This is an optimization exercise on Yosys and OpenROAD, whose aim is small area, a short achievable clock period and few clock cycles, not a production implementation.
No functional check of the RTL was part of this run.
Power and IR drop assume default switching activity.

### flow/config.mk
export PLATFORM = sky130hd
export DESIGN_NAME = CONV
export DESIGN_NICKNAME = CONV
export VERILOG_FILES = /design/flow/design.v
export SDC_FILE = /design/flow/constraint.sdc
export NUM_CORES = 4
export LEC_CHECK = 0
export CAP_MARGIN = 20
export CORE_MARGIN = 2
export CORE_UTILIZATION = 40
export SLEW_MARGIN = 20
### flow/constraint.sdc
create_clock -name core_clock -period 6.5 [get_ports {clk}]
set_input_delay 1.3000 -clock core_clock [delete_from_list [all_inputs] [get_ports {clk}]]
set_output_delay 1.3000 -clock core_clock [all_outputs]
set_load 0.01 [all_outputs]
### flow/design.v
`timescale 1ns/10ps
module  CONV(
	input				clk,
	input				reset,
	output logic		busy,	
	input				ready,	
	output logic [13:0]	iaddr,
	input  		 [7:0]	idata,	
	output logic		ioe,
	output logic		wen_L0,
	output logic		oe_L0,
	output logic [13:0]	addr_L0,
	output logic [11:0] w_data_L0,
	input  		 [11:0] r_data_L0,
	output logic 		wen_L1,
	output logic		oe_L1,
	output logic [11:0]	addr_L1,
	output logic [11:0]	w_data_L1,
	input  		 [11:0]	r_data_L1,
	output logic		oe_weight,
	output logic [15:0]	addr_weight,
	input  logic signed  [7:0]  r_data_weight,
	output logic		wen_L2,
	output logic [3:0]	addr_L2,
	output logic [31:0]	w_data_L2
	);
localparam IDLE = 3'd0;
localparam LAYER0 = 3'd1;
localparam LAYER1 = 3'd2;
localparam LAYER2 = 3'd3;
localparam W0 = 3'd4;
localparam W1 = 3'd5;
localparam W2 = 3'd6;
localparam FINISH = 3'd7;
reg [2:0] currentState, nextState;
reg [13:0] center;
reg [3:0] counter;
reg last_zeropad;
reg max_counter;
reg [5:0] max_addr_col, max_addr_row;
reg max_col, max_row;
reg signed [31:0] fc_temp, fc_temp2;
reg [12:0] fc_cnt;
reg [15:0] weight_addr;
reg [1:0] x,y;
reg signed [10:0] col1, col2, col3;
reg signed [12:0] convSum1, convSum2, convSum3;
wire signed [31:0] mul_result;
multiply u0(.clk(clk), .reset(reset), .a(r_data_weight), .b(r_data_L1), .ans(mul_result));
always @(posedge clk or posedge reset) begin
	if (reset) currentState <= IDLE;
	else currentState <= nextState;
end
always @(*) begin
	case (currentState)
		IDLE: nextState = (ready)? LAYER0 : IDLE;
		LAYER0: nextState = (counter == 4'd10)? W0 : LAYER0;
		W0: nextState = LAYER1;
		LAYER1: nextState = (max_counter)? W1 : LAYER1;
		W1: nextState = (center == 14'd16383)? LAYER2 : LAYER0;
		LAYER2: nextState = (fc_cnt == 13'd4102)? W2 : LAYER2;
		W2: nextState = (counter == 4'd9)? FINISH : LAYER2;
		FINISH: nextState = FINISH;
		default: nextState = IDLE;
	endcase
end
always @(*) begin
    case (y)
        0: begin
            col1 = ~(idata<<1)+1;
            col2 = 0;
            col3 = idata;
        end
        1: begin
            col1 = 0;
            col2 = idata;
            col3 = idata<<1;
        end
        2: begin
            col1 = idata;
            col2 = idata<<1;
            col3 = ~((idata<<1) + idata)+1;
        end
        default: begin
            col1 = 0;
            col2 = 0;
            col3 = 0;
        end
    endcase
end
always @(posedge clk or posedge reset) begin
	if (reset) begin
		busy <= 0;
		ioe <= 0;
		iaddr <= 0;
		wen_L0 <= 0;
		oe_L0 <= 0;
		addr_L0 <= 0;
		w_data_L0 <= 0;
		wen_L1 <= 0;
		oe_L1 <= 0;
		addr_L1 <= 0;
		w_data_L1 <= 0;
		oe_weight <= 0;
		addr_weight <= 0;
		wen_L2 <= 0 ;
		addr_L2 <= 0;
		w_data_L2 <= 0;
		center <= {7'd0, 7'd0};
		last_zeropad <= 0;
		counter <= 0;
		max_counter <= 0;
		max_col <= 0;
		max_row <= 0;
		max_addr_col <= 0;
		max_addr_row <= 0;
		fc_temp <= 0;
		fc_temp2 <= 0;
		fc_cnt <= 0;
		weight_addr <= 0;
        x <= 3;
        y <= 0;
        convSum1 <= 0;
        convSum2 <= 0;
        convSum3 <= 0; 
	end
	else begin
		case (currentState)
			LAYER0: begin
				busy <= 1;
				counter <= counter + 4'd1;
				ioe <= 1;
				wen_L0 <= 0;
				wen_L1 <= 0;
                case (counter)
                    2,3,5,6,8,9: y <= y + 1; 
                    1,4,7,10: begin
                        y <= 0;
                        x <= (center[6:0] != 0)? 2 : x + 1; 
                    end
                endcase
                case (x)
                    0: convSum1 <= (last_zeropad)? convSum1 : convSum1 + col1; 
                    1: begin
                        convSum1 <= (last_zeropad)? convSum1 : convSum1 + col2;
                        convSum2 <= (last_zeropad)? convSum2 : convSum2 + col1;
                    end
                    2: begin
                        convSum1 <= (last_zeropad)? convSum1 : convSum1 + col3;
                        convSum2 <= (last_zeropad)? convSum2 : convSum2 + col2;
                        convSum3 <= (last_zeropad)? convSum3 : convSum3 + col1;
                    end
                endcase
				case (counter)
					4'd1: last_zeropad <= (center[13:7]==7'd0 | center[6:0]==7'd0)? 1'd1 : 1'd0;
					4'd2: last_zeropad <= (center[6:0]==7'd0)? 1'd1: 1'd0;
					4'd3: last_zeropad <= (center[13:7]==7'd127 | center[6:0]==7'd0)? 1'd1 : 1'd0;
					4'd4: last_zeropad <= (center[13:7]==7'd0)? 1'd1: 1'd0 ;
					4'd5: last_zeropad <= 1'd0;
					4'd6: last_zeropad <= (center[13:7]==7'd127)? 1'd1 : 1'd0;
					4'd7: last_zeropad <= (center[13:7]==7'd0 | center[6:0]==7'd127)? 1'd1 : 1'd0;
					4'd8: last_zeropad <= (center[6:0]==7'd127)? 1'd1 : 1'd0;
					4'd9: last_zeropad <= (center[13:7]==7'd127 | center[6:0]==7'd127)? 1'd1 : 1'd0;
				endcase
				case (counter)
                    0,1,2: iaddr[6:0] <= center[6:0] - 7'd1;
                    3,4,5: iaddr[6:0] <= center[6:0];
                    6,7,8: iaddr[6:0] <= center[6:0] + 7'd1;
                endcase
                case (counter)
                    0,3,6: iaddr[13:7] <= center[13:7] - 7'd1;
                    1,4,7: iaddr[13:7] <= center[13:7];
                    2,5,8: iaddr[13:7] <= center[13:7] + 7'd1;
                endcase
			end
			W0: begin
				addr_L0 <= center;
				wen_L0 <= 1;
				w_data_L0 <= (convSum1[12])? 12'd0 : convSum1[11:0];			
			end
			LAYER1: begin
				oe_L0 <= 1;
				addr_L0 <= center;
				max_counter <= ~max_counter;
				if (max_row | max_col) begin
					oe_L1 <= 1;
					addr_L1 <= {max_addr_row, max_addr_col};
				end
			end
			W1: begin
				oe_L0 <= 0;
				oe_L1 <= 0;
				center <= center + 14'd1;
                x <= 3;
                convSum3 <= 0;
				if (center[6:0] == 7'd127) begin
					counter <= 0;
					max_row <= ~max_row;
                    convSum1 <= 0;
                    convSum2 <= 0; 
				end
				else begin
					counter <= 4'd6;
                    convSum1 <= convSum2;
                    convSum2 <= convSum3;
				end
				wen_L1 <= 1;
				addr_L1 <= {max_addr_row, max_addr_col};
				w_data_L1 <= (max_row | max_col)? (r_data_L0 > r_data_L1)? r_data_L0 : r_data_L1 : r_data_L0;
				max_col <= ~max_col;
				max_addr_col <= (max_col)? max_addr_col + 6'd1 : max_addr_col;
				max_addr_row <= (max_row && center[6:0] == 7'd127)? max_addr_row + 6'd1 : max_addr_row;
			end
			LAYER2: begin
				wen_L1 <= 0;
				fc_cnt <= fc_cnt + 13'd1;
				weight_addr <= weight_addr + 16'd1;
				oe_weight <= 1;
				oe_L1 <= 1;
				addr_L1 <= weight_addr[11:0];
				addr_weight <= weight_addr;
				if (fc_cnt > 6) begin
					fc_temp <= fc_temp + mul_result;
				end
			end
			W2: begin
				oe_weight <= 0;
				oe_L1 <= 0;
				wen_L2 <= 1;
				addr_L2 <= counter;
				w_data_L2 <= (fc_temp[31])? fc_temp>>>16 : fc_temp;
				fc_cnt <= 0;
				weight_addr <= weight_addr - 16'd7;
				counter <= counter + 4'd1;
				fc_temp <= 0;
			end
			FINISH: begin
				busy <= 0;
			end 
		endcase
	end
end
endmodule
module multiply (
	clk,
	reset,
	a,
	b,
	ans
);
parameter  MUL_WIDTH  = 13;
parameter  MUL_RESULT= 25;
input         clk;
input       reset;
input [7:0]     a;
input [11:0]    b;
output [31:0] ans;
wire [23:0] inv_add;
wire [7:0] inv_a;
reg                             msb;
reg                       msb_reg_0;
reg                       msb_reg_1;
reg                       msb_reg_2;
reg [MUL_WIDTH-1:0]       mul_a_reg,mul_a_reg1,mul_a_reg2,mul_a_reg3,mul_a_reg4;
reg [MUL_WIDTH-1:0]       mul_b_reg,mul_b_reg1,mul_b_reg2,mul_b_reg3,mul_b_reg4;
reg [MUL_RESULT-2:0]   stored0;
reg [MUL_RESULT-2:0]   stored1;
reg [MUL_RESULT-2:0]   stored2;
reg [MUL_RESULT-2:0]   stored3;
reg [MUL_RESULT-2:0]   stored4;
reg [MUL_RESULT-2:0]   stored5;
reg [MUL_RESULT-2:0]   stored6;
reg [MUL_RESULT-2:0]   stored7;
reg [MUL_RESULT-2:0]   stored8;
reg [MUL_RESULT-2:0]   stored9;
reg [MUL_RESULT-2:0]   stored10;
reg [MUL_RESULT-2:0]   stored11;
reg [MUL_RESULT-2:0]   out1,out2,out3;
reg [MUL_RESULT-2:0]   add1,add2,add3,add4,add5,add6;
reg [MUL_RESULT-2:0]   add;
assign inv_a = ~a + 8'd1;
always @(posedge clk or posedge reset) begin
	if (reset) begin
		stored0 <= 0;
		stored1 <= 0;
		stored2 <= 0;
		stored3 <= 0;
		stored4 <= 0;
		stored5 <= 0;
		stored6 <= 0;
		stored7 <= 0;
		stored8 <= 0;
		stored9 <= 0;
		stored10 <= 0;
		stored11 <= 0;
		mul_a_reg<=0;
		mul_a_reg1 <= 0;
		mul_a_reg2 <= 0;
		mul_a_reg3 <= 0;
		mul_a_reg4 <= 0;
		mul_b_reg<=0;
		mul_b_reg1 <= 0;
		mul_b_reg2 <= 0;
		mul_b_reg3 <= 0;
		mul_b_reg4 <= 0;
		add<=0;
		add1 <= 0;
		add2 <= 0;
		add3 <= 0;
		add4 <= 0;
		add5 <= 0;
		add6 <= 0;
		out1 <= 0;
		out2 <= 0;
		out3 <= 0; 
	end
	else begin
		mul_a_reg <= (a[7] == 0)? {5'b0,a} : {1'b1, {4'b0, inv_a}};
		mul_b_reg <= {1'b0, b};
		mul_a_reg1 <= mul_a_reg;
		mul_a_reg2 <= mul_a_reg1;
		mul_a_reg3 <= mul_a_reg2;
		mul_a_reg4 <= mul_a_reg3;
		mul_b_reg1 <= mul_b_reg;
		mul_b_reg2 <= mul_b_reg1;
		mul_b_reg3 <= mul_b_reg2;
		mul_b_reg4 <= mul_b_reg3;
		stored0 <= mul_b_reg[0]? {12'b0, mul_a_reg[11:0]} : 24'b0;
		stored1 <= mul_b_reg[1]? {11'b0, mul_a_reg[11:0], 1'b0} : 24'b0;
		stored2 <= mul_b_reg[2]? {10'b0, mul_a_reg[11:0], 2'b0} : 24'b0;
		stored3 <= mul_b_reg[3]? {9'b0, mul_a_reg[11:0], 3'b0} : 24'b0;
		stored4 <= mul_b_reg[4]? {8'b0, mul_a_reg[11:0], 4'b0} : 24'b0;
		stored5 <= mul_b_reg[5]? {7'b0, mul_a_reg[11:0], 5'b0} : 24'b0;
		stored6 <= mul_b_reg[6]? {6'b0, mul_a_reg[11:0], 6'b0} : 24'b0;
		stored7 <= mul_b_reg[7]? {5'b0, mul_a_reg[11:0], 7'b0} : 24'b0;
		stored8 <= mul_b_reg[8]? {4'b0, mul_a_reg[11:0], 8'b0} : 24'b0;
		stored9 <= mul_b_reg[9]? {3'b0, mul_a_reg[11:0], 9'b0} : 24'b0;
		stored10 <= mul_b_reg[10]? {2'b0, mul_a_reg[11:0], 10'b0} : 24'b0;
		stored11 <= mul_b_reg[11]? {1'b0, mul_a_reg[11:0], 11'b0} : 24'b0;
		add1 <= stored1 + stored0;
		add2 <= stored3 + stored2;
		add3 <= stored5 + stored4;
		add4 <= stored7 + stored6;
		add5 <= stored9 + stored8;
		add6 <= stored11 + stored10;
		out1 <= add1 + add2;
		out2 <= add3 + add4;
		out3 <= add5 + add6;
		add <= out1 + out2 + out3;
	end
end
assign inv_add = ~add+1;
assign ans = (mul_a_reg4==0 || mul_b_reg4==0)? 0 : (mul_a_reg4[12]==0)? {8'b0, add} : {{8{1'b1}}, inv_add};
endmodule
### flow/run.sh
#!/bin/bash
# synth_recipe.tcl (not shown) runs the flow's synth.tcl, then flattens the netlist and writes it again
# the make line also repeats each setting of config.mk as NAME=value (left out here)
make -C /OpenROAD-flow-scripts/flow DESIGN_CONFIG=/design/flow/config.mk WORK_HOME=/design/flow/orfs CLKGATE_MAP_FILE= SYNTH_SCRIPT=/design/flow/synth_recipe.tcl finish
==> results.toml <==
[run_status]
status = "timing/DRC/antenna clean"

[sta]
final.setup.tns_ps = 0
period_needed_ps = 5700
fin_skew_ps = 39.4
rsz0062_at_grt = "no"
finalWorstSetupSlack_ps = 799
tightestPinTransition_ps = 1080
finalSetupViolations = 0
drv_slew = 0
fin_crit_sh = 0.877
holdWs_ps = 336
relSlewSlack = 0.281
fmax_mhz = 175
finalHoldViolations = 0

[critical_path]
worstSetupStartpointType = "input pin"
worst-path-max-fanout = 4
required_ps = 6950
path_common_cell = "a21o_1"
r2r_cells = 18
cp-end-kind = "flip-flop"
slowest_delay_ps = 500
crit_arrival_ps = 6150
crit_buf_inv = 2
crit_slowest_cell = "clkdlybuf4s50_1"
path_depth = 22
critPathKind = "in2reg"
critPathTopFamily = "compound AO/OA/AOI/OAI gates"
path_cells = "clkdlybuf4s50_1 > ha_1 > inv_1 > fa_1 > nor2b_1 > o21ai_1 > a21o_1 > a311oi_2 > or3b_1 > xor2_1 > xnor2_1 > nand3_1 > a31oi_1 > ha_1 > and2_1 > o21ai_0 > o311ai_0 > a21o_1 > a21o_1 > and3_1 > o21ai_0 > nand3b_1"

[placed_design]
gp_congestion = 0.865
post-dp-hpwl_mm = 49.6
placed_area_um2 = 32400
placed_cells = 3937
io_buffers = 166
dp_slack_ps = 239

[synthesis]
synthXorXnorAreaFrac = 0.0673
netlist_area_um2 = 29700
synth_seq_cells = 587
synth-edff-count = 0
synth_flop_cell = "dfrtp_1"
synthMuxAreaShare = 0.0193
syn_nets = 3176
ys_warn_count = 2
synth_compound_area_frac = 0.143
synth_area_per_cell_um2 = 10.3
synth_adder_area_share = 0.109
synth-simple-area-share = 0.133
synth_cell_type_count = 75
ys_seq_area_frac = 0.495
synth_top_family_by_area = "compound AO/OA/AOI/OAI gates"
syn_inst = 2887
async_flop_share = 1.00

[final_layout]
reg.largest.list = "fc_temp x32, w_data_L2 x32, u0.add x22"
syn_to_final_growth_pct = 17.3
layout.cells.non_filler = 4059
drive_above_1_share = 0.0626
diodes = 0
layout_commonest_cell = "dfrtp_1"
stdcell_area_um2 = 34800
fin_nets = 3336
most-common-layout-cells = "dfrtp_1, nand2_1, ha_1"
fin_util = 0.475

[floorplan]
io_pins = 167
core-area_um2 = 73200
rows = 99
start_util = 0.405
dieHeight_um = 276
die-area_um2 = 76300
die_x_um = 276

[drt]
drt_iter0_markers = 1228
vias_per_cell = 5.18
drt-pass1-iter-count = 5
drcViolationCount = 0
ant_nets = 0
vias = 21000
wire_per_inst_um = 16.8
wirelength_mm = 68.0

[min_path]
hp-class = "reg2reg"
worstHoldPathCells = 0

[clocking]
cts_setup_buffers = 0
cts.sinks = 587
cts-buffers-inserted = 67
cts.path.max_buffers = 3
clk_latency_ps = 610
cts_tree = "done"
root_buffer = "clkbuf_16"
cts_resized = 0
h-tree-depth = 3
cts.clk_slew.worst_paths_ps = 60
cts.hold.buffers_added = 0

[grt]
grt-ovfl-total = 0
grt_antenna_before_repair = 1
grt_pass1_vias = 21400
track_usage = 0.181
grt_pass1_wl_mm = 113
grt_max_degree = 146

[power]
leakage_nw = 16.6
power.density_nw_per_um2 = 294
fin_total_pwr_mw = 10.2
vdd_ir_drop_max_v = 0.000182

[flow_run]
cap_violations = 0
## Yosys cell counts (6+ instances only)
cell / count / area [um2]
inv_1: 155 / 582
nand2_1: 291 / 1090
xor2_1: 95 / 832
nor3_1: 40 / 200
a22oi_1: 8 / 60.1
or2_2: 7 / 43.8
a21o_1: 72 / 541
and2_1: 105 / 657
nor2_1: 147 / 552
a211oi_1: 8 / 60.1
nand3_1: 89 / 445
dfrtp_1: 585 / 14600
and3_1: 25 / 156
o21ai_0: 199 / 996
clkbuf_1: 92 / 345
or3_1: 13 / 81.3
xnor2_1: 133 / 1160
a31oi_1: 19 / 119
nor2b_1: 29 / 181
o21bai_1: 47 / 353
o31ai_1: 19 / 143
mux2_2: 17 / 191
o211ai_1: 10 / 75.1
nand2b_1: 30 / 188
o41ai_1: 6 / 52.6
mux2i_1: 38 / 380
o21a_1: 8 / 60.1
buf_1: 11 / 41.3
fa_1: 22 / 440
ha_1: 224 / 2800
a22o_1: 18 / 158
nand4_1: 15 / 93.8
nor4_1: 11 / 68.8
a21oi_1: 211 / 1060
## kinds of logic (layout without fill, tap and decap cells)
logic type      count (synthesis)  count (layout)
flops                         587             587
simple gates                  822             822
fa+ha+maj                     246             246
buf+inv                       262             475
xor+xnor                      228             228
compound gates                687             687
mux                            55              55
## area by class of cell
| type | instances | area (um2) |
|---|---|---|
| clock buffers | 97 | 2030 |
| fillers | 6615 | 38400 |
| inverters | 156 | 589 |
| well taps | 959 | 1200 |
| clock inverters | 25 | 317 |
| multi-input cells | 2038 | 14000 |
| flip-flops and latches | 587 | 14700 |
| repair buffers | 197 | 1940 |
## worst paths after layout
kind / from / to / slack, ps
max: idata[1] / convSum1[12]$_DFFE_PP0P_ / 800
min: u0.mul_b_reg3[8]$_DFF_PP0_ / u0.mul_b_reg4[8]$_DFF_PP0_ / 340
max reg2reg: u0.add[0]$_DFF_PP0_ / fc_temp[25]$_DFFE_PP0P_ / 1790
min reg2reg: u0.mul_b_reg3[8]$_DFF_PP0_ / u0.mul_b_reg4[8]$_DFF_PP0_ / 340
max in group asynchronous: reset / u0.stored4[7]$_DFF_PP0_ / 4000
min in group asynchronous: reset / addr_L1[3]$_DFFE_PP0P_ / 1260
## power breakdown
part	internal [mW]	switching, mW	total [mW]
clock network	2.36	1.57	3.93
logic	0.925	1.06	1.98
registers	4.03	0.290	4.32
total	7.32	2.92	10.2
## metal layers
metal	part of all wire	wire length [um]	GRT usage
met3	0.048	3240	0.0301
met5	0	0	0
met2	0.46	31200	0.294
met1	0.47	32300	0.250
met4	0.019	1280	0.0482

-- static timing again, ports no longer ideal --
The results above use ideal ports. As a check the final layout listed here was re-extracted and re-timed, cells and wires unchanged. Step 1: set_driving_cell puts a clkbuf_16 on clk and a buf_2 on each other input, an assumption about the parent block. Step 2 moves the port delays by t, midway between the first and last clock arrival at a register: inputs arrive t later, outputs are due t later. That takes back most of the time a late clock gives input paths. Slacks: ideal / step 1 / step 2; pairs: ideal / step 1.
t (ns): 0.655
setup slack, ns: 0.799 / 0.832 / 0.178
cell pins on the clock port's net: 1
After both steps setup and hold are still met in this run. The setup slack of this run moves by +0.033 ns with the drivers and by -0.621 ns with both steps.
